Context: an optimization exercise on an open-source flow, tuned for small area. The choices shown serve that exercise and are no tape-out recipe. The RTL was checked by simulation tests, not by an equivalence proof against the original design. In runs 1 to 4 the design's own scripts or RTL, not TritonCTS, make the clock network. No driver is modelled on the clock port, so clock power and skew are understated where the tree is cut down; a real chip needs a root buffer or a tree. No activity file was given, so power comes from the tool's default toggle rates.

$ cat flow/design.v
module binary_counter
(
	input	wire 		clk,
	input	wire		reset_n,	 
	output	wire		led,
	output	wire		enet_n
);
	localparam [19:0] Z     = 20'h007fe;
	localparam [19:0] S0    = 20'h00ffc;
	localparam [19:0] D     = 20'h20701;
	localparam [19:0] ZMASK = 20'hfffbe;
	localparam [19:0] DMASK = 20'hfdffa;
	localparam [19:0] POL   = 20'hAAAAA;
	reg  [19:0] t;
	reg  [2:0]  hi;
	reg  [1:0]  e;
	wire [19:0] s = t ^ POL;
	wire        z = ((s ^ Z) & ZMASK) == 20'd0;
	wire        d = ((s ^ D) & DMASK) == 20'd0;
	wire        fb = z ? S0[0] : (s[19] ^ s[2]);
	wire [19:0] s_next = reset_n ? {s[18:0], fb} : S0;
	always @ (posedge clk)
	begin
		t <= s_next ^ POL;
		if (!reset_n)
		begin
			hi <= 3'd0;
			e <= 2'b00;
		end
		else
		begin
			hi <= hi + {2'b00, z};
			if (d)
				e <= {e[0], 1'b1};
		end
	end
	assign led = hi[2] & reset_n;
	assign enet_n = !(e[0] & !e[1] & reset_n);
endmodule
module binary_debouncer
#(
	parameter WIDTH	= 4
)
(
	input	wire 			clk,
	input	wire			reset_n,	 
	input	wire [WIDTH-1:0]	data_in,
	output	wire [WIDTH-1:0]	data_out
);
	localparam [15:0] S0    = 16'b0001100110110001;
	localparam [15:0] ZMASK = 16'b0111111111011011;	 
	localparam [15:0] POL   = 16'hAAAA;
	genvar i;
	generate for (i = 0; i < WIDTH; i = i+1)
	begin:  ch
		reg  [15:0] t;
		wire [15:0] s = t ^ POL;
		wire        load = data_in[i] | !reset_n;
		wire        nz = |(s & ZMASK);		 
		wire        fb = nz & (s[15] ^ s[12]);
		wire [15:0] s_next = load ? S0 : {s[14:0], fb};
		always @ (posedge clk)
			t <= s_next ^ POL;
		assign data_out[i] = nz | s[15] | !reset_n;
	end
	endgenerate
endmodule
module bit_syncin_debouncer
(
	input	wire 		clk,
	input	wire		por_n,		 
	input	wire		data_in_n,
	output	reg		data_out_n
);
	localparam [19:0] X     = 20'hc9200;
	localparam [19:0] S0    = 20'h92400;
	localparam [19:0] XMASK = 20'hefff6;
	reg  [19:0] s;
	reg         r1, r2;
	wire        strobe = ((s ^ X) & XMASK) == 20'd0;
	wire        fb = strobe ? S0[0] : (s[19] ^ s[16]);
	always @ (posedge clk or negedge por_n)
	begin
		if (!por_n)
		begin
			s <= S0;
			r1 <= 1'b0;
			r2 <= 1'b0;
			data_out_n <= 1'b0;
		end
		else
		begin
			s <= {s[18:0], fb};
			if (strobe)
			begin
				r1 <= data_in_n;
				r2 <= r1;
				data_out_n <= r1 & r2;
			end
		end
	end
endmodule
module ghrd_glue (
	input	wire		CLK_50_MAX10,	 
	input	wire		POR_n,		 
	input	wire		CPU_RESETn,	 
	input	wire [3:0]	USER_PB,	 
	input	wire [4:0]	USER_DIPSW,	 
	output	wire		system_reset_n,		 
	output	wire		ENETA_RESETn,		 
	output	wire		ENETB_RESETn,		 
	output	wire		USER_LED_4,		 
	output	wire [3:0]	debounced_user_pb,	 
	output	wire [4:0]	debounced_user_dipsw	 
);
	bit_syncin_debouncer system_reset_debouncer (
		.clk		(CLK_50_MAX10),
		.por_n		(POR_n),
		.data_in_n	(CPU_RESETn),
		.data_out_n	(system_reset_n)
	);
	wire			periphery_reset_n;
	binary_counter sysrunsig_cnt (
		.clk		(CLK_50_MAX10),
		.reset_n	(system_reset_n),
		.led		(USER_LED_4),
		.enet_n		(periphery_reset_n)
	);
	assign ENETA_RESETn = periphery_reset_n;
	assign ENETB_RESETn = periphery_reset_n;
	binary_debouncer #(
		.WIDTH		(9)
	) user_debouncer (
		.clk		(CLK_50_MAX10),
		.reset_n	(system_reset_n),
		.data_in	({USER_DIPSW, USER_PB}),
		.data_out	({debounced_user_dipsw, debounced_user_pb})
	);
endmodule
$ cat flow/flow/run.sh
#!/bin/bash
# Standard layout (the standard.sh, unchanged synthesis) with two changes: ports get buf_1
# buffers, and the clock tree is the small two-level one cts_manual.tcl builds (root inv_16,
# 8 leaf inv_8). make's output goes to flow_make.log; each ORFS step logs under orfs/logs/.
set -euo pipefail
W=$(pwd)
export PRE_CTS_TCL=$W/flow/cts_manual.tcl
export MANUAL_CTS_LEAVES=8
export MANUAL_CTS_LEAF=sky130_fd_sc_hd__inv_8
export MANUAL_CTS_ROOT=sky130_fd_sc_hd__inv_16
bash standard.sh \
  BUFFER_PORTS_ARGS="-buffer_cell sky130_fd_sc_hd__buf_1" \
  PRE_CTS_TCL=$W/flow/cts_manual.tcl \
  finish > $W/flow_make.log 2>&1
$ cat flow/flow/cts_manual.tcl
# Sourced by ORFS's cts.tcl (PRE_CTS_TCL) before it calls clock_tree_synthesis: replaces that call
# with a small balanced two-level clock tree. The clock port drives one root cell; the root drives
# CTS_LEAVES leaf cells; each leaf drives the registers of one region, found by splitting the
# registers into groups of equal size, cutting each region across its longer side. Every register
# is behind exactly one root and one leaf cell (both inverting or both not).

proc manual_env { name default } {
  if { [info exists ::env($name)] && $::env($name) ne "" } { return $::env($name) }
  return $default
}

# sinks: list of {iterm x y}; split into n groups of near-equal size
proc manual_split { sinks n } {
  if { $n <= 1 } { return [list $sinks] }
  set xs {}; set ys {}
  foreach s $sinks { lappend xs [lindex $s 1]; lappend ys [lindex $s 2] }
  set xs [lsort -integer $xs]; set ys [lsort -integer $ys]
  set dx [expr {[lindex $xs end] - [lindex $xs 0]}]
  set dy [expr {[lindex $ys end] - [lindex $ys 0]}]
  set idx [expr {$dx >= $dy ? 1 : 2}]
  set sorted [lsort -integer -index $idx $sinks]
  set n1 [expr {$n / 2}]
  set cut [expr {int(round(double([llength $sorted]) * $n1 / $n))}]
  set a [manual_split [lrange $sorted 0 [expr {$cut - 1}]] $n1]
  set b [manual_split [lrange $sorted $cut end] [expr {$n - $n1}]]
  return [concat $a $b]
}

proc manual_center { pts } {
  set sx 0; set sy 0
  foreach p $pts { set sx [expr {$sx + [lindex $p 1]}]; set sy [expr {$sy + [lindex $p 2]}] }
  return [list [expr {int($sx / [llength $pts])}] [expr {int($sy / [llength $pts])}]]
}

proc manual_cell { block master name in out x y } {
  set inst [odb::dbInst_create $block $master $name]
  set ipin [lindex [lsearch -all -inline -not [lmap t [$inst getITerms] {expr {[[$t getMTerm] getSigType] in {POWER GROUND} ? "" : $t}}] ""] 0]
  foreach t [$inst getITerms] {
    if { [[$t getMTerm] getSigType] in {POWER GROUND} } { continue }
    if { [$t isInputSignal] } { $t connect $in } elseif { [$t isOutputSignal] } { $t connect $out }
  }
  $inst setLocation $x $y
  $inst setPlacementStatus PLACED
  return $inst
}

rename clock_tree_synthesis orfs_clock_tree_synthesis
proc clock_tree_synthesis { args } {
  set block [ord::get_db_block]
  set db [ord::get_db]
  set leaf_master [$db findMaster [manual_env MANUAL_CTS_LEAF sky130_fd_sc_hd__inv_8]]
  set root_master [$db findMaster [manual_env MANUAL_CTS_ROOT sky130_fd_sc_hd__inv_16]]
  set n [manual_env MANUAL_CTS_LEAVES 8]
  foreach clk [all_clocks] {
    foreach port [get_property $clk sources] {
      set bterm [$block findBTerm [get_full_name $port]]
      set clknet [$bterm getNet]
      set cname [$clknet getName]
      set sinks {}
      foreach it [$clknet getITerms] {
        set box [[$it getInst] getBBox]
        lappend sinks [list $it [expr {([$box xMin] + [$box xMax]) / 2}] [expr {([$box yMin] + [$box yMax]) / 2}]]
      }
      foreach s $sinks { [lindex $s 0] disconnect }
      set groups [manual_split $sinks $n]
      set rootnet [odb::dbNet_create $block "clknet_root_$cname"]
      $rootnet setSigType CLOCK
      set leaves {}
      set i 0
      foreach g $groups {
        set net [odb::dbNet_create $block "clknet_leaf_${i}_$cname"]
        $net setSigType CLOCK
        foreach s $g { [lindex $s 0] connect $net }
        lassign [manual_center $g] cx cy
        manual_cell $block $leaf_master "clkleaf_${i}_$cname" $rootnet $net $cx $cy
        lappend leaves [list $i $cx $cy]
        puts "manual CTS: leaf $i [llength $g] sinks at $cx $cy"
        incr i
      }
      lassign [manual_center $leaves] rx ry
      manual_cell $block $root_master "clkroot_$cname" $clknet $rootnet $rx $ry
      $clknet setSigType CLOCK
    }
  }
  set_propagated_clock [all_clocks]
}
$ cat flow/standard.sh
#!/bin/bash
# synth_recipe.tcl (not shown) runs the flow's synth.tcl, then flattens the netlist and writes it again
# the make line also repeats each setting of config.mk as NAME=value (left out here)
make -C /OpenROAD-flow-scripts/flow DESIGN_CONFIG=/design/flow/config.mk WORK_HOME=/design/flow/orfs CLKGATE_MAP_FILE= SYNTH_SCRIPT=/design/flow/synth_recipe.tcl "${@:-finish}"
$ cat flow/config.mk
export PLATFORM = sky130hd
export DESIGN_NAME = ghrd_glue
export DESIGN_NICKNAME = ghrd_glue
export VERILOG_FILES = /design/flow/design.v
export SDC_FILE = /design/flow/constraint.sdc
export NUM_CORES = 4
export LEC_CHECK = 0
export CAP_MARGIN = 20
export CORE_MARGIN = 2
export CORE_UTILIZATION = 40
export SLEW_MARGIN = 20
$ cat flow/constraint.sdc
create_clock -name core_clock -period 20.0 [get_ports {CLK_50_MAX10}]
set_input_delay 4.0000 -clock core_clock [delete_from_list [all_inputs] [get_ports {CLK_50_MAX10}]]
set_output_delay 4.0000 -clock core_clock [all_outputs]
set_load 0.01 [all_outputs]
==> metrics.cfg, run 1 <==
[floorplanning]
initial_utilization_pct=40.8
dieArea_um2=14400
die_width_um=120
die-height_um=120
ios=25
std_cell_rows=42
coreArea_um2=13200

[clocking]
cts_hold_buf=0
path_clk_slew_ns=0.11
post_cts_resized=0
cts_setup_buffers=0
clkLatencyLatePin_ns=0.18

[run]
maxCapViolCount=0

[drt]
totalWireLength_mm=8.20
wl_per_cell_um=11.9
vias=3224
firstDrtPassIters=5
drcViolationCount=0
avgViaCountPerCell=4.68
drtAntennaViolNets=0
drtIter0Drc=136

[sta]
skew_ns=0.00737
slew_headroom_pct=43.1
tightest_slew_ns=0.853
whs_ns=0.364
drv_slew=0
finalHoldViolations=0
period_needed_ns=5.62
setup_viol=0
fin_setup_tns_ns=0
grt_setup_unrepaired=no
final.period_utilization_pct=28.1
max_freq_mhz=178

[logic_synthesis]
yosysUniqueCellTypes=30
ys_top_cells_by_count=dfxtp_1 (169), nand2_1 (99), nor2_1 (85), dfrtp_1 (19), nor3_1 (16)
yosys.area.top_type=dfxtp_1
synth_area_um2=5390
synth.most_common_cell=dfxtp_1
synthCells=484
yosys_warnings=3
synthTopCellsByArea=dfxtp_1 (63%), dfrtp_1 (8.8%), nand2_1 (6.9%)
synth.top_cell.area_share_pct=62.8
synthArstFlopShare_pct=12.0
syn-num-nets=498
synth_top_flop_cell=dfxtp_1
seq_area_frac_synth_pct=73.6
synth-seq-cells=192
synth-edff-count=0
syn_avg_cell_area_um2=11.1

[run_status]
status=complete, no violations

[placement]
post-dp-hpwl_mm=5.58
buffer_ports.inserted=24
place_area_um2=5690
place_congestion=0.760

[finish]
fill_cells=1277
final_layout_size_suffix_gt1_share_pct=3.70
multiInputGateArea_um2=1390
design_area_um2=5800
antenna_cells=0
seq_area_um2=3960
postLayoutCoreUtil_pct=43.9
synthToLayoutAreaGrowth_pct=7.60
final_nets=529

[worst_setup_path]
cp-end-kind=primary output
critPathKind=reg2out
crit_fanout=3
critPathRequiredTime_ns=16.00
cp.arrival_ns=1.62
crit_path_start_kind=register

[pwr]
ir_drop_mv=0.0552
p_per_area_nw_per_um2=89.8
leakagePower_nw=2.12

[grt]
antenna_found_initial=0
first_global_vias=3211
grt_max_degree=37
grt_pass1_wl_mm=14.5
grt_use_total_pct=11.6
grt-ovfl-total=0

[min_path]
hp-class=reg2reg

[layout make-up]
class | count | share of cell area [%]
Inverter | 10 | 1.96
Multi-Input combinational cell | 285 | 24.0
Sequential cell | 192 | 68.4
Tap cell | 176 | 3.80
Timing Repair Buffer | 26 | 1.81
[sequential cells by signal (all words and copies together) (netlist names)]
name,cells
system_reset_debouncer.r2,1
system_reset_debouncer.data_out_n,1
sysrunsig_cnt.e,2
system_reset_debouncer.r1,1
sysrunsig_cnt.hi,3
sysrunsig_cnt.t,20
system_reset_debouncer.s,20
user_debouncer.ch.t,144
[per-stage QoR]
| step | worst slack, ns | total power, W | instances |
|---|---|---|---|
| after floorplan | 14.70 | 0.000392 | 484 |
| after global placement | 14.60 | 0.000394 | 680 |
| after detailed placement | 14.60 | 0.000394 | 680 |
| after CTS | 14.36 | 0.000528 | 689 |
| after global routing | 14.29 | 0.000543 | 689 |
| final | 14.38 | 0.000521 | 689 |
[layout by cell type (no fill, tap or decap), drive strengths merged]
cell type,Yosys,layout
dfxtp,169,169
nand2,99,99
nor2,85,85
buf,1,26
dfrtp,19,19
nor3,16,16
nand4,11,11
nand3,10,10
xor2,10,10
nor4,10,10
inv,1,10
nand2b,9,9
o21ai,9,9
nor4b,5,5
dfstp,4,4
and2,3,3
and4b,2,2
nand4b,2,2
xnor2,2,2
mux2i,2,2
mux2,2,2
ha,2,2
or4b,2,2
or2,1,1
nor2b,1,1
or4,1,1
o21a,1,1
[logic make-up (layout without fill, tap and decap cells)]
family	count (synthesis)	after routing	synth area share, %
mux	4	4	0.790
fa+ha+maj	2	2	0.465
compound gates	10	10	0.976
simple gates	257	257	21.7
xor+xnor	12	12	1.95
buf+inv	7	36	0.558
flops	192	192	73.6
[power by group]
part / leakage (nW) / internal (W) / switching [W]
Combinational: 0.386 / 0.000000874 / 0.00000129
Clock: 0.0582 / 0.0000189 / 0.000117
Sequential: 1.67 / 0.000383 / 0
Total: 2.12 / 0.000403 / 0.000118
[worst max-delay path, stage by stage, from the launching register on]
cell,delay [ns]
dfxtp_1,0.34
or4_1,0.52
nor4_1,0.30
nand3_1,0.12
buf_1,0.16
[final timing paths]
check | to | from | cells past startpoint | slack (ns)
max | debounced_user_pb[2] | user_debouncer.ch[2].t[12] | 4 | 14.38
min in group asynchronous | system_reset_debouncer.r1 | POR_n | 2 | 3.77
max reg2reg | user_debouncer.ch[4].t[0] | system_reset_debouncer.data_out_n | 4 | 17.83
min reg2reg | system_reset_debouncer.s[1] | system_reset_debouncer.s[0] | 0 | 0.36
min | system_reset_debouncer.s[1] | system_reset_debouncer.s[0] | 0 | 0.36
max in group asynchronous | system_reset_debouncer.s[19] | POR_n | 2 | 15.96
[metal layers]
layer	track usage (%)	up-vias	part of all wire [%]
met1	16.3	1548	51
li1	-	1634	-
met3	1.14	14	3.0
met2	19.6	28	44
met5	0	-	0
met4	2.21	0	2.4
==> inputs of run 2 (changes only) <==
--- a/flow/design.v
+++ b/flow/design.v
@@ -78,3 +78,3 @@
 	reg  [19:0] s;
-	reg         r1, r2;
+	reg         r1, r2;	 
 	wire        strobe = ((s ^ X) & XMASK) == 20'd0;
@@ -87,3 +87,2 @@
 			r1 <= 1'b0;
-			r2 <= 1'b0;
 			data_out_n <= 1'b0;
@@ -96,3 +95,2 @@
 				r1 <= data_in_n;
-				r2 <= r1;
 				data_out_n <= r1 & r2;
@@ -101,2 +99,5 @@
 	end
+	always @ (posedge clk)
+		if (strobe)
+			r2 <= r1;
 endmodule
==> flow/flow/run.sh (replaced) <==
#!/bin/bash
# Standard layout (the standard.sh, unchanged synthesis) with three changes: ports get buf_1
# buffers; the clock tree is the small two-level one cts_manual.tcl builds (root inv_8, 8 leaf
# inv_8); logic cells go to their smallest drive strength after CTS (post_cts.tcl). make's output goes to flow_make.log; each ORFS step logs under orfs/logs/.
set -euo pipefail
W=$(pwd)
export PRE_CTS_TCL=$W/flow/cts_manual.tcl
export POST_CTS_TCL=$W/flow/post_cts.tcl
export MANUAL_CTS_LEAVES=8
export MANUAL_CTS_LEAF=sky130_fd_sc_hd__inv_8
export MANUAL_CTS_ROOT=sky130_fd_sc_hd__inv_8
bash standard.sh \
  BUFFER_PORTS_ARGS="-buffer_cell sky130_fd_sc_hd__buf_1" \
  PRE_CTS_TCL=$W/flow/cts_manual.tcl \
  POST_CTS_TCL=$W/flow/post_cts.tcl \
  finish > $W/flow_make.log 2>&1
==> flow/flow/post_cts.tcl (new file) <==
# Sourced by ORFS's cts.tcl after its timing repair (POST_CTS_TCL). Every path has large slack, so
# put each logic cell in its smallest drive strength of the same function (not the clock tree's
# cells), then let repair_design fix any slew or capacitance limit this breaks.
set db [ord::get_db]
set block [ord::get_db_block]
set swapped 0
foreach inst [$block getInsts] {
  set m [$inst getMaster]
  set name [$m getName]
  if { [string match clkleaf_* [$inst getName]] || [string match clkroot_* [$inst getName]] } { continue }
  if { ![regexp {^(sky130_fd_sc_hd__[a-z0-9]+)_([0-9]+)$} $name -> base drive] } { continue }
  set best $m
  foreach d {0 1 2} {
    set cand [$db findMaster ${base}_$d]
    if { $cand eq "NULL" || $cand eq "" } { continue }
    if { [lsearch -exact $::env(DONT_USE_CELLS) [$cand getName]] >= 0 } { continue }
    if { [$cand getWidth] < [$best getWidth] } { set best $cand }
  }
  if { $best ne $m } {
    if { [$inst swapMaster $best] } { incr swapped }
  }
}
puts "post_cts: swapped $swapped cells to smaller drive strengths"
estimate_parasitics -placement
repair_design
detailed_placement
estimate_parasitics -placement
repair_timing -hold
detailed_placement
==> run 2 against run 1 <==
Compared with the run above: global-route usage fell by 0.14 points; final area fell by 0.63%; total power fell by 0.75%; clock skew barely moved; still clean; routed wire length barely moved; sequential cell count did not move; sequential share of layout area rose by 0.52 points; register-to-register slack got worse by 0.16 ns.
==> metrics.cfg, run 2 <==
[finish]
max_flop_register=user_debouncer.ch.t
top_regs=user_debouncer.ch.t (144), sysrunsig_cnt.t (20), system_reset_debouncer.s (20)
largest_reg_flops=144
synthToLayoutAreaGrowth_pct=6.06
antenna_cells=0
final_nets=529
final_layout_size_suffix_gt1_share_pct=3.12
design_area_um2=5760
postLayoutCoreUtil_pct=43.5
final_cell_mix=dfxtp_1 (169), nand2_1 (100), nor2_1 (85)
final_common_cell=dfxtp_1

[logic_synthesis]
syn_avg_cell_area_um2=11.2
synth.most_common_cell=dfxtp_1
seq_area_frac_synth_pct=73.1
synthTopCellsByArea=dfxtp_1 (62%), dfrtp_1 (8.3%), nand2_1 (6.9%)
syn-num-nets=499
yosys.area.top_type=dfxtp_1
yosys_warnings=3
synth.top_cell.area_share_pct=62.3
yosysUniqueCellTypes=36
synthCells=485
synth_area_um2=5430
ys_top_cells_by_count=dfxtp_1 (169), nand2_1 (100), nor2_1 (78), dfrtp_1 (18), nor3_1 (16)
synth-seq-cells=192
synth_top_flop_cell=dfxtp_1
synthArstFlopShare_pct=11.5
synth-edff-count=1

[worst_setup_path]
critPathKind=reg2out
path_cells=clkbuf_2 -> nand2_1 -> or2_1 -> buf_1
regToRegSetupSlack_ns=17.67
reg2reg_depth=4
max_stage_delay_ns=0.66
crit_fanout=36
cp.arrival_ns=1.75
critPathRequiredTime_ns=16.00
cp-end-kind=primary output
crit_path_start_kind=register
critical_path.slowest_cell=clkbuf_2

[sta]
max_freq_mhz=174
drv_slew=0
worst_slack_ns=14.25
skew_ns=0.00694
setup_viol=0
grt_setup_unrepaired=no
period_needed_ns=5.75
finalHoldViolations=0
fin_setup_tns_ns=0
final.period_utilization_pct=28.8
slew_headroom_pct=42.7
tightest_slew_ns=0.860
whs_ns=0.358

[pwr]
leakagePower_nw=2.09
p_per_area_nw_per_um2=89.7
ir_drop_mv=0.0519

[placement]
post-place-ws_ns=14.63
buffer_ports.inserted=24
place_area_um2=5720
place_congestion=0.782
post-dp-hpwl_mm=5.63

[clocking]
clkLatencyLatePin_ns=0.22
path_clk_slew_ns=0.11

[drt]
drcViolationCount=0
vias=3225
firstDrtPassIters=4
totalWireLength_mm=8.20
avgViaCountPerCell=4.68
drtAntennaViolNets=0
wl_per_cell_um=11.9
drtIter0Drc=174

[floorplanning]
die-height_um=121
ios=25
initial_utilization_pct=41.0
coreArea_um2=13200
dieArea_um2=14500
die_width_um=121
std_cell_rows=42

[grt]
first_global_vias=3207
antenna_found_initial=0
grt_use_total_pct=11.4
grt_pass1_wl_mm=14.4
grt_max_degree=37
grt-ovfl-total=0

[run_status]
status=complete, no violations

[min_path]
hp-class=reg2reg
worstHoldPathCells=0

[run]
maxCapViolCount=0

==> run 2: per-stage QoR <==
stage / total power [W] / instances
floorplan: 0.000392 / 485
global placement: 0.000394 / 680
detailed placement: 0.000394 / 680
global route: 0.000540 / 689
finish: 0.000517 / 689
==> run 2: path summary, 6_finish.rpt <==
check | from | to
max in group asynchronous | POR_n | system_reset_debouncer.s[13]
worst min register to register | system_reset_debouncer.s[0] | system_reset_debouncer.s[1]
min in group asynchronous | POR_n | system_reset_debouncer.s[17]
worst min-delay path | system_reset_debouncer.s[0] | system_reset_debouncer.s[1]
worst max-delay path | system_reset_debouncer.data_out_n | ENETA_RESETn
worst max register to register | system_reset_debouncer.data_out_n | user_debouncer.ch[7].t[0]
==> run 2: area by class of cell <==
class	count	area, µm²
inverters	10	105
multi-input cells	286	1370
flip-flops and latches	192	3970
fillers	1315	7480
repair buffers	25	96.3
well taps	176	220
==> run 2: cell families (layout without fill, tap and decap cells) <==
kind of cell,count (synthesis),in the layout,share of synthesized area [%]
buffers and inverters,7,35,0.622
AOI/OAI and AO/OA,10,10,0.968
and+or+nand+nor,259,259,22.4
muxes,3,3,0.576
xor gates and xnor gates,12,12,1.94
DFF,192,192,73.1
adders and majority gates,2,2,0.461
==> run 2: power breakdown <==
group            total, W  internal (W)  switching (W)
combinational  0.00000201   0.000000766     0.00000124
clock            0.000131     0.0000163       0.000115
sequential       0.000383      0.000383              0
total            0.000517      0.000400       0.000116
==> run 2: critical path: cells and delay by family (launching register included) <==
| family | cells | cell delay [ns] |
|---|---|---|
| buf+inv | 2 | 0.79 |
| simple gates | 2 | 0.41 |
| flops | 1 | 0.33 |
==> run 2: routing by layer <==
| metal | part of all wire (%) | global-route usage [%] | vias up |
|---|---|---|---|
| met1 | 51 | 16.4 | 1549 |
| met3 | 2.3 | 0.755 | 10 |
| li1 | - | - | 1633 |
| met4 | 1.7 | 1.89 | 0 |
| met2 | 45 | 19.4 | 33 |
| met5 | 0 | 0 | - |
==> inputs of run 3 (changes only) <==
--- a/flow/design.v
+++ b/flow/design.v
@@ -7,19 +7,13 @@
 );
-	localparam [19:0] Z     = 20'h007fe;
-	localparam [19:0] S0    = 20'h00ffc;
-	localparam [19:0] D     = 20'h20701;
-	localparam [19:0] ZMASK = 20'hfffbe;
-	localparam [19:0] DMASK = 20'hfdffa;
-	localparam [19:0] POL   = 20'hAAAAA;
-	reg  [19:0] t;
+	localparam [18:0] D = 19'h39000;
+	reg  [18:0] s;
 	reg  [2:0]  hi;
 	reg  [1:0]  e;
-	wire [19:0] s = t ^ POL;
-	wire        z = ((s ^ Z) & ZMASK) == 20'd0;
-	wire        d = ((s ^ D) & DMASK) == 20'd0;
-	wire        fb = z ? S0[0] : (s[19] ^ s[2]);
-	wire [19:0] s_next = reset_n ? {s[18:0], fb} : S0;
+	wire        low0 = s[17:0] == 18'd0;
+	wire        z = low0 & s[18];
+	wire        d = s == D;
+	wire        fb = s[18] ^ s[4] ^ s[1] ^ s[0] ^ low0;
 	always @ (posedge clk)
 	begin
-		t <= s_next ^ POL;
+		s <= {s[17:0], fb & reset_n};
 		if (!reset_n)
--- a/flow/flow/run.sh
+++ b/flow/flow/run.sh
@@ -3,3 +3,4 @@
 # buffers; the clock tree is the small two-level one cts_manual.tcl builds (root inv_8, 8 leaf
-# inv_8); logic cells go to their smallest drive strength after CTS (post_cts.tcl). make's output goes to flow_make.log; each ORFS step logs under orfs/logs/.
+# inv_8); logic cells go to their smallest drive strength after CTS (post_cts.tcl).
+# make's output goes to flow_make.log; each ORFS step logs under orfs/logs/.
 set -euo pipefail
==> run 3 against run 2 <==
Compared with the run above: still clean; sequential cell count decreased by 1; clock skew grew 0.0027 ns; sequential share of layout area increased by 0.67 points; die area down 2.2%; area after synthesis shrank 2.2%; critical path depth is 1 lower; core utilization is 0.12 points lower; final cell count down 2.5%; critical path type unchanged; largest cell class unchanged; largest power group unchanged.
==> metrics.cfg, run 3 <==
[sta]
finalHoldViolations=0
period_needed_ns=5.85
tightest_slew_ns=1.03
whs_ns=0.359
max_freq_mhz=171
drv_slew=0
final.period_utilization_pct=29.2
skew_ns=0.00964
fin_setup_tns_ns=0
slew_headroom_pct=31.5
grt_setup_unrepaired=no
setup_viol=0

[logic_synthesis]
synth.top_cell.area_share_pct=63.4
yosys.area.top_type=dfxtp_1
syn-num-nets=481
synthTopCellsByArea=dfxtp_1 (63%), dfrtp_1 (8.5%), nand2_1 (6.3%)
synth-edff-count=1
synthCells=467
yosysUniqueCellTypes=32
synth_area_um2=5310
syn_avg_cell_area_um2=11.4
synth_top_flop_cell=dfxtp_1
synth-seq-cells=191
synthArstFlopShare_pct=11.5
synth.most_common_cell=dfxtp_1
yosys_warnings=3
seq_area_frac_synth_pct=74.4
ys_top_cells_by_count=dfxtp_1 (168), nand2_1 (89), nor2_1 (69), dfrtp_1 (18), nor3_1 (16)

[placement]
post-dp-hpwl_mm=5.60
place_congestion=0.801
place_area_um2=5600
buffer_ports.inserted=24

[finish]
final_nets=512
max_flop_register=user_debouncer.ch.t
largest_reg_flops=144
final_layout_size_suffix_gt1_share_pct=3.23
design_area_um2=5680
antenna_cells=0
final_common_cell=dfxtp_1
final_cell_mix=dfxtp_1 (168), nand2_1 (89), nor2_1 (76)
synthToLayoutAreaGrowth_pct=6.91
top_regs=user_debouncer.ch.t (144), system_reset_debouncer.s (20), sysrunsig_cnt.s (19)

[clocking]
clkLatencyLatePin_ns=0.22
path_clk_slew_ns=0.11

[floorplanning]
die-height_um=119
dieArea_um2=14200
std_cell_rows=42
die_width_um=119
ios=25
coreArea_um2=13100
initial_utilization_pct=40.6

[grt]
grt-ovfl-total=0
antenna_found_initial=0
first_global_vias=3153
grt_pass1_wl_mm=14.2
grt_max_degree=27
grt_use_total_pct=11.6

[drt]
firstDrtPassIters=4
avgViaCountPerCell=4.65
totalWireLength_mm=8.11
drtAntennaViolNets=0
drcViolationCount=0
vias=3126
drtIter0Drc=128
wl_per_cell_um=12.1

[worst_setup_path]
crit_family=flip-flops
crit_fanout=26
path_cells=nand2_1 -> or2_2 -> buf_1
crit_path_start_kind=register
max_stage_delay_ns=1.03
critPathRequiredTime_ns=16.00
critical_path.slowest_cell=dfrtp_1
critPathBufInv=1
cp.arrival_ns=1.85
critPathKind=reg2out
cp-end-kind=primary output

[pwr]
p_per_area_nw_per_um2=90.8
ir_drop_mv=0.0492
leakagePower_nw=2.09

[run_status]
status=complete, no violations

[run]
maxCapViolCount=0

[min_path]
hp-class=reg2reg

-- run 3: cell type report --
cell class	instances	area, µm²
sequential	191	3950
fill	1263	7410
timing repair buffer	24	91.3
multi-input combinational	270	1310
tap	176	220
inverter	11	109
-- run 3: final timing paths --
kind	from	to	slack, ns	cells after the start
setup reg to reg	system_reset_debouncer.data_out_n	user_debouncer.ch[7].t[0]	17.45	3
min in group asynchronous	POR_n	system_reset_debouncer.s[12]	3.73	1
hold reg to reg	sysrunsig_cnt.s[5]	sysrunsig_cnt.s[6]	0.36	0
max in group asynchronous	POR_n	system_reset_debouncer.s[19]	15.91	1
setup / recovery	system_reset_debouncer.data_out_n	ENETA_RESETn	14.15	3
hold / removal	sysrunsig_cnt.s[5]	sysrunsig_cnt.s[6]	0.36	0
-- run 3: metal layers --
metal	share of wire (%)	wire length, µm	up-vias	GRT usage, %
met3	1.9	158	9	0.814
met2	46	3760	28	20.5
met4	1.9	154	0	2.08
li1	-	-	1584	-
met1	50	4030	1505	15.8
met5	0	0	-	0
-- run 3: per-stage QoR --
stage | utilization (%) | total power [W] | instances | setup WS [ns]
after floorplan | - | 0.000390 | 467 | 14.72
after global placement | 42.8 | 0.000392 | 663 | 14.40
after detailed placement | 42.8 | 0.000392 | 663 | 14.36
after global routing | 43.4 | 0.000536 | 672 | 13.98
final | 43.4 | 0.000515 | 672 | 14.15
-- run 3: cells by family (layout without fill, tap and decap cells) --
kind of cell / Yosys count / in the layout / share of synthesized area (%)
adder cells (fa/ha/maj): 2 / 2 / 0.471
buffers and inverters: 6 / 35 / 0.519
AND/OR/NAND/NOR: 239 / 239 / 20.6
XOR/XNOR: 14 / 14 / 2.31
multiplexers: 3 / 3 / 0.589
AO/OA/AOI/OAI: 12 / 12 / 1.18
flip-flops: 191 / 191 / 74.4
-- run 3: report_power, final --
group	total, W	switching [W]	internal (W)	leakage (nW)
Combinational	0.00000206	0.00000130	0.000000766	0.376
Clock	0.000132	0.000116	0.0000163	0.0545
Sequential	0.000381	0	0.000381	1.66
Total	0.000515	0.000117	0.000398	2.09
==> inputs of run 4 (changes only) <==
--- a/flow/design.v
+++ b/flow/design.v
@@ -7,13 +7,19 @@
 );
-	localparam [18:0] D = 19'h39000;
-	reg  [18:0] s;
+	localparam [19:0] Z     = 20'h007fe;
+	localparam [19:0] S0    = 20'h00ffc;
+	localparam [19:0] D     = 20'h20701;
+	localparam [19:0] ZMASK = 20'hfffbe;
+	localparam [19:0] DMASK = 20'hfdffa;
+	localparam [19:0] POL   = 20'hAAAAA;
+	reg  [19:0] t;
 	reg  [2:0]  hi;
 	reg  [1:0]  e;
-	wire        low0 = s[17:0] == 18'd0;
-	wire        z = low0 & s[18];
-	wire        d = s == D;
-	wire        fb = s[18] ^ s[4] ^ s[1] ^ s[0] ^ low0;
+	wire [19:0] s = t ^ POL;
+	wire        z = ((s ^ Z) & ZMASK) == 20'd0;
+	wire        d = ((s ^ D) & DMASK) == 20'd0;
+	wire        fb = z ? S0[0] : (s[19] ^ s[2]);
+	wire [19:0] s_next = reset_n ? {s[18:0], fb} : S0;
 	always @ (posedge clk)
 	begin
-		s <= {s[17:0], fb & reset_n};
+		t <= s_next ^ POL;
 		if (!reset_n)
==> flow/flow/run.sh (replaced) <==
#!/bin/bash
# The standard layout (standard.sh) with four changes:
#  - after the standard synthesis, remap.ys maps its logic again for area with ABC; the registers
#    (instances, names, cell types) are left as they are;
#  - ports get buf_1 buffers;
#  - the clock tree is the small two-level one cts_manual.tcl builds (root inv_8, 8 leaf inv_8);
#  - logic cells go to their smallest drive strength after CTS (post_cts.tcl).
# Logs: flow_synth.log, remap.log and flow_make.log here; each ORFS step's under orfs/logs/.
set -euo pipefail
W=$(pwd)
RES=$W/orfs/results/$FLOW_PLATFORM/ghrd_glue/base
LIB=$FLOW_HOME/platforms/$FLOW_PLATFORM/lib/sky130_fd_sc_hd__tt_025C_1v80.lib
YOSYS=$FLOW_HOME/../tools/install/yosys/bin/yosys
[[ -x $YOSYS ]] || YOSYS=yosys

bash standard.sh synth > $W/flow_synth.log 2>&1
cp $RES/1_2_yosys.v $W/standard_1_2_yosys.v
sed -e "s#@LIB@#$LIB#g" -e "s#@IN@#$W/standard_1_2_yosys.v#g" -e "s#@OUT@#$W/remapped.v#g" \
  $W/flow/remap.ys > $W/remap_run.ys
$YOSYS -s $W/remap_run.ys > $W/remap.log 2>&1
cp $W/remapped.v $RES/1_2_yosys.v
rm -f $RES/1_synth.odb $RES/1_synth.sdc

export PRE_CTS_TCL=$W/flow/cts_manual.tcl
export POST_CTS_TCL=$W/flow/post_cts.tcl
export MANUAL_CTS_LEAVES=8
export MANUAL_CTS_LEAF=sky130_fd_sc_hd__inv_8
export MANUAL_CTS_ROOT=sky130_fd_sc_hd__inv_8
bash standard.sh \
  BUFFER_PORTS_ARGS="-buffer_cell sky130_fd_sc_hd__buf_1" \
  PRE_CTS_TCL=$W/flow/cts_manual.tcl \
  POST_CTS_TCL=$W/flow/post_cts.tcl \
  finish > $W/flow_make.log 2>&1
==> flow/flow/remap.ys (new file) <==
# Area re-mapping of the standard synthesis's logic (run.sh fills in @LIB@, @IN@ and @OUT@).
# The registers and tie cells stay as they are (black boxes, same instances and names); every
# other cell is read as its function in the library and mapped again by ABC for area.
read_liberty -ignore_miss_func @LIB@
read_verilog @IN@
hierarchy -top ghrd_glue
blackbox sky130_fd_sc_hd__df* sky130_fd_sc_hd__edf* sky130_fd_sc_hd__sdf* sky130_fd_sc_hd__dl* sky130_fd_sc_hd__conb*
flatten
rename -hide w:_*_.*
hierarchy -top ghrd_glue
read_liberty -lib -ignore_redef @LIB@
opt_clean -purge
tee -o remap_before.txt stat -liberty @LIB@
abc -liberty @LIB@ -dont_use *probe* -dont_use *lpflow* -script +strash;dch,-f;map,-a;strash;dch,-f;map,-a
opt_clean -purge
splitnets
opt_clean -purge
hilomap -singleton -hicell sky130_fd_sc_hd__conb_1 HI -locell sky130_fd_sc_hd__conb_1 LO
insbuf -buf sky130_fd_sc_hd__buf_4 A X
check -assert -mapped
tee -o remap_after.txt stat -liberty @LIB@
write_verilog -noattr -nohex -nodec @OUT@
==> run 4 against run 3 <==
Compared with the run above: critical endpoint is now USER_LED_4; clock skew decreased by 0.0033 ns; highest routed layer unchanged; synthesized cell count increased by 8.4%; critical path type unchanged; area after synthesis increased by 0.82%; total power increased by 0.91%; clock power about the same; worst hold slack improved by 0.0040 ns.
==> metrics.cfg, run 4 <==
[run_status]
status=complete, no violations

[logic_synthesis]
yosys_warnings=3
synth_area_um2=5350
syn-num-nets=518
syn_avg_cell_area_um2=10.6
synthCells=506

[clocking]
clkLatencyLatePin_ns=0.22
path_clk_slew_ns=0.11

[drt]
drtIter0Drc=244
firstDrtPassIters=4
wl_per_cell_um=11.4
avgViaCountPerCell=4.56
vias=3261
totalWireLength_mm=8.17
drcViolationCount=0
drtAntennaViolNets=0

[grt]
grt_use_total_pct=11.4
grt_pass1_wl_mm=14.1
antenna_found_initial=0
grt-ovfl-total=0
first_global_vias=3191
grt_max_degree=28

[pwr]
ir_drop_mv=0.0491
leakagePower_nw=2.13
p_per_area_nw_per_um2=90.3

[finish]
design_area_um2=5760
final_common_cell=dfxtp_1
final_nets=553
largest_reg_flops=144
top_regs=user_debouncer.ch.t (144), sysrunsig_cnt.t (20), system_reset_debouncer.s (20)
max_flop_register=user_debouncer.ch.t
antenna_cells=0
final_cell_mix=dfxtp_1 (169), nand2_1 (104), nor2_1 (102)
synthToLayoutAreaGrowth_pct=7.57
fill_cells=1297
final_layout_size_suffix_gt1_share_pct=2.97

[sta]
setup_viol=0
final.period_utilization_pct=27.7
finalHoldViolations=0
tightest_slew_ns=0.771
drv_slew=0
fin_setup_tns_ns=0
skew_ns=0.00636
slew_headroom_pct=48.1
max_freq_mhz=180
grt_setup_unrepaired=no
period_needed_ns=5.55

[floorplanning]
die_width_um=120
std_cell_rows=42
ios=25
die-height_um=120
dieArea_um2=14300
coreArea_um2=13100
initial_utilization_pct=40.7

[placement]
post-dp-hpwl_mm=5.70
place_area_um2=5660
buffer_ports.inserted=24
place_congestion=0.771

[min_path]
hp-class=reg2reg
holdCritStartpoint=system_reset_debouncer.s[0]

[worst_setup_path]
startpoint=system_reset_debouncer.data_out_n
critPathKind=reg2out
regToRegSetupSlack_ns=17.80
crit_fanout=21
r2r_start=system_reset_debouncer.data_out_n
cp-end-kind=primary output
critPathRequiredTime_ns=16.00
cp.arrival_ns=1.55
crit_path_start_kind=register

[run]
maxCapViolCount=0

==> run 4: report_power, final <==
| part | switching (W) | leakage, nW | total, W | internal, W |
|---|---|---|---|---|
| logic | 0.00000118 | 0.411 | 0.00000168 | 0.000000506 |
| registers | 0 | 1.66 | 0.000383 | 0.000383 |
| clock network | 0.000119 | 0.0545 | 0.000135 | 0.0000162 |
| total | 0.000120 | 2.13 | 0.000520 | 0.000400 |
==> run 4: worst max-delay path, stage by stage (launching register included) <==
cell and delay (ns):
dfrtp_1 0.36, clkinv_1 0.51, nor2_1 0.27, buf_1 0.17
==> run 4: per-layer routing <==
layer	vias up	track usage [%]	wire (µm)
li1	1684	-	-
met2	36	18.9	3610
met3	12	1.95	378
met1	1529	15.9	4060
met4	0	1.69	111
met5	-	0	0
==> run 4: final timing paths <==
kind,to,cells past startpoint
max reg2reg,user_debouncer.ch[4].t[2],4
min,system_reset_debouncer.s[1],0
max in group asynchronous,system_reset_debouncer.s[19],1
min reg2reg,system_reset_debouncer.s[1],0
max,USER_LED_4,3
min in group asynchronous,system_reset_debouncer.s[2],1
==> run 4: final cells by class <==
cell class	instances	area, µm²	area share [%]
Tap cell	176	220	3.82
Inverter	33	191	3.32
Sequential cell	192	3970	68.9
Multi-Input combinational cell	289	1280	22.3
Timing Repair Buffer	25	96.3	1.67
==> run 4: metrics by stage <==
step           utilization [%]  total power, W  instances  setup slack (ns)  hold slack [ns]
6_report                  43.8        0.000520        715             14.45            0.363
5_1_grt                   43.8        0.000541        715             14.25            0.385
3_5_place_dp              43.1        0.000393        706             14.66            0.340
3_3_place_gp              43.1        0.000394        706             14.70            0.341
2_1_floorplan                -        0.000392        506             14.44            0.331
==> inputs of run 5 (changes only) <==
--- a/flow/design.v
+++ b/flow/design.v
@@ -78,3 +78,3 @@
 	reg  [19:0] s;
-	reg         r1, r2;	 
+	reg         r1, r2;
 	wire        strobe = ((s ^ X) & XMASK) == 20'd0;
@@ -87,2 +87,3 @@
 			r1 <= 1'b0;
+			r2 <= 1'b0;
 			data_out_n <= 1'b0;
@@ -95,2 +96,3 @@
 				r1 <= data_in_n;
+				r2 <= r1;
 				data_out_n <= r1 & r2;
@@ -99,5 +101,2 @@
 	end
-	always @ (posedge clk)
-		if (strobe)
-			r2 <= r1;
 endmodule
==> flow/run.sh (new file) <==
#!/bin/bash
# synth_recipe.tcl (not shown) runs the flow's synth.tcl, then flattens the netlist and writes it again
# the make line also repeats each setting of config.mk as NAME=value (left out here)
make -C /OpenROAD-flow-scripts/flow DESIGN_CONFIG=/design/flow/config.mk WORK_HOME=/design/flow/orfs CLKGATE_MAP_FILE= SYNTH_SCRIPT=/design/flow/synth_recipe.tcl finish
removed: flow/flow/run.sh
removed: flow/flow/cts_manual.tcl
removed: flow/flow/post_cts.tcl
removed: flow/flow/remap.ys
removed: flow/standard.sh
==> run 5 against run 4 <==
Compared with the run above: sequential share of layout area decreased by 7.4 points; final cell count shrank 0.56%; clock skew increased by 0.0015 ns; routed wire length rose by 3.9%; die area up 0.61%; core utilization is 5.0 points higher; total power is 39% higher; sequential power about the same.
==> metrics.cfg, run 5 <==
[worst_setup_path]
cp-end-kind=primary output
critPathKind=reg2out
crit_path_start_kind=register
crit_fanout=3
critPathRequiredTime_ns=16.00
cp.arrival_ns=2.19

[floorplanning]
std_cell_rows=42
initial_utilization_pct=40.8
ios=25
die_width_um=120
die-height_um=120
coreArea_um2=13200
dieArea_um2=14400

[clocking]
post_cts_resized=0
htree_levels=4
cts_hold_buf=0
cts_buffer_depth=2
path_clk_slew_ns=0.06
numCtsBuffers=17
cts_sinks=192
cts_setup_buffers=0
cts_tree=yes
clkLatencyLatePin_ns=0.42
cts_root_buffer=clkbuf_16

[grt]
grt_pass1_wl_mm=14.8
grt_use_total_pct=13.2
antenna_found_initial=0
grt-ovfl-total=0
grt_max_degree=37
first_global_vias=3273

[sta]
final.period_utilization_pct=31.0
drv_slew=0
finalHoldViolations=0
skew_ns=0.00782
setup_viol=0
tightest_slew_ns=0.791
period_needed_ns=6.19
worst_slack_ns=13.81
fin_setup_tns_ns=0
max_freq_mhz=162
grt_setup_unrepaired=no
slew_headroom_pct=47.2

[logic_synthesis]
ys_top_cells_by_count=dfxtp_1 (169), nand2_1 (99), nor2_1 (85), dfrtp_1 (19), nor3_1 (16)
synthTopCellsByArea=dfxtp_1 (63%), dfrtp_1 (8.8%), nand2_1 (6.9%)
synth_top_flop_cell=dfxtp_1
yosys_warnings=3
synth-seq-cells=192
synth_area_um2=5390
synth.top_cell.area_share_pct=62.8
synth-edff-count=0
synthCells=484
syn_avg_cell_area_um2=11.1
syn-num-nets=498
seq_area_frac_synth_pct=73.6
synthArstFlopShare_pct=12.0
yosysUniqueCellTypes=30
yosys.area.top_type=dfxtp_1
synth.most_common_cell=dfxtp_1

[placement]
post-dp-hpwl_mm=5.47
place_area_um2=5830
buffer_ports.inserted=24
place_congestion=0.788
post-place-ws_ns=14.24

[drt]
vias=3294
drcViolationCount=0
firstDrtPassIters=6
drtAntennaViolNets=0
wl_per_cell_um=11.9
drtIter0Drc=214
avgViaCountPerCell=4.63
totalWireLength_mm=8.49

[finish]
fill_cells=1173
final_layout_size_suffix_gt1_share_pct=7.66
final_cell_mix=dfxtp_1 (169), nand2_1 (99), nor2_1 (85)
top_regs=user_debouncer.ch.t (144), sysrunsig_cnt.t (20), system_reset_debouncer.s (20)
seq_area_um2=3960
largest_reg_flops=144
synthToLayoutAreaGrowth_pct=19.6
max_flop_register=user_debouncer.ch.t
antenna_cells=0
multiInputGateArea_um2=1390
postLayoutCoreUtil_pct=48.8
final_nets=536
final_common_cell=dfxtp_1
design_area_um2=6440

[min_path]
hp-class=reg2reg

[pwr]
ir_drop_mv=0.0781
p_per_area_nw_per_um2=112
leakagePower_nw=2.42

[run]
maxCapViolCount=0

[run_status]
status=complete, no violations

run 5: cell types whose count changed in the layout (fill, tap and decap cells not counted), sizes merged, moves of 6 or more:
cell           delta
clkbuf           +24
clkdlybuf4s50    +23
clkinv           -23
buf              -21
nor2             -17
nand2b            +9
inv               -7
nor3              +7
nor4              -6
run 5: power by group:
| part | internal (W) | switching, W |
|---|---|---|
| sequential | 0.000383 | 0 |
| combinational | 0.00000204 | 0.00000123 |
| clock | 0.000203 | 0.000135 |
| total | 0.000588 | 0.000136 |
run 5: logic make-up (layout without fill, tap and decap cells):
logic type      Yosys count  count (layout)  share of synthesized area (%)
buf+inv                   7              58                          0.558
mux                       4               4                          0.790
flops                   192             192                           73.6
fa+ha+maj                 2               2                          0.465
xor+xnor                 12              12                           1.95
compound gates           10              10                          0.976
simple gates            257             257                           21.7
run 5: metrics by stage:
step | instances | hold WS, ns | power [W]
2_1_floorplan | 484 | 0.331 | 0.000392
6_report | 711 | 0.353 | 0.000724
3_5_place_dp | 679 | 0.342 | 0.000395
4_1_cts | 711 | 0.356 | 0.000733
5_1_grt | 711 | 0.367 | 0.000751
3_3_place_gp | 679 | 0.335 | 0.000395
run 5: worst max-delay path, stage by stage, from the launching register on:
cell and delay, ns:
dfxtp_1 0.33, or4_1 0.52, nor4_1 0.30, nand3_1 0.12, clkdlybuf4s50_1 0.51
run 5: metal layers:
metal | track usage [%] | share of wire (%) | up-vias
li1 | - | - | 1664
met3 | 5.70 | 3.7 | 10
met4 | 5.59 | 1.7 | 0
met5 | 0 | 0 | -
met2 | 19.9 | 45 | 32
met1 | 16.5 | 50 | 1588
run 5: final cells by class:
cell class / count / area share, %
sequential: 192 / 61.6
multi-input combinational: 285 / 21.6
clock buffer: 26 / 8.55
timing repair buffer: 25 / 3.77
tap: 176 / 3.42
clock inverter: 6 / 1.03
inverter: 1 / 0.0583
run 5: path summary, 6_finish.rpt:
kind,from,to,slack (ns),cells after the start
min in group asynchronous,POR_n,system_reset_debouncer.s[17],3.53,1
max in group asynchronous,POR_n,system_reset_debouncer.s[16],16.12,1
setup reg to reg,system_reset_debouncer.data_out_n,user_debouncer.ch[6].t[0],17.86,4
setup / recovery,user_debouncer.ch[2].t[12],debounced_user_pb[2],13.81,4
hold / removal,system_reset_debouncer.s[0],system_reset_debouncer.s[1],0.35,0
hold reg to reg,system_reset_debouncer.s[0],system_reset_debouncer.s[1],0.35,0

separate check: timing with driven ports:
In the flow no input, the clock included, has a driving cell. The finished layouts below were timed again as built, in two steps.
Step 1: set_driving_cell puts a clkbuf_16 on CLK_50_MAX10 and a buf_2 on each other input, an assumption about the parent block.
Step 2, shift: input delay + t, output delay - t, t = (earliest + latest rising clock arrival at the registers) / 2. This alone moves slack from input paths to output paths.
a / b / c = ideal ports / drivers / drivers and shift; a / b = the first two.
| run | t (ns) | setup WS [ns] | worst slew at a driven data input, ns |
|---|---|---|---|
| run 1 | 0.247 | 14.381 / 14.311 / 14.558 | 0.04 |
| run 2 | 0.263 | 14.250 / 14.200 / 14.463 | 0.04 |
| run 3 | 0.268 | 14.153 / 14.101 / 14.368 | 0.04 |
| run 4 | 0.272 | 14.454 / 14.405 / 14.676 | 0.03 |
| run 5 | 0.451 | 13.809 / 13.772 / 14.223 | 0.04 |
After both steps every run listed still meets setup and hold.
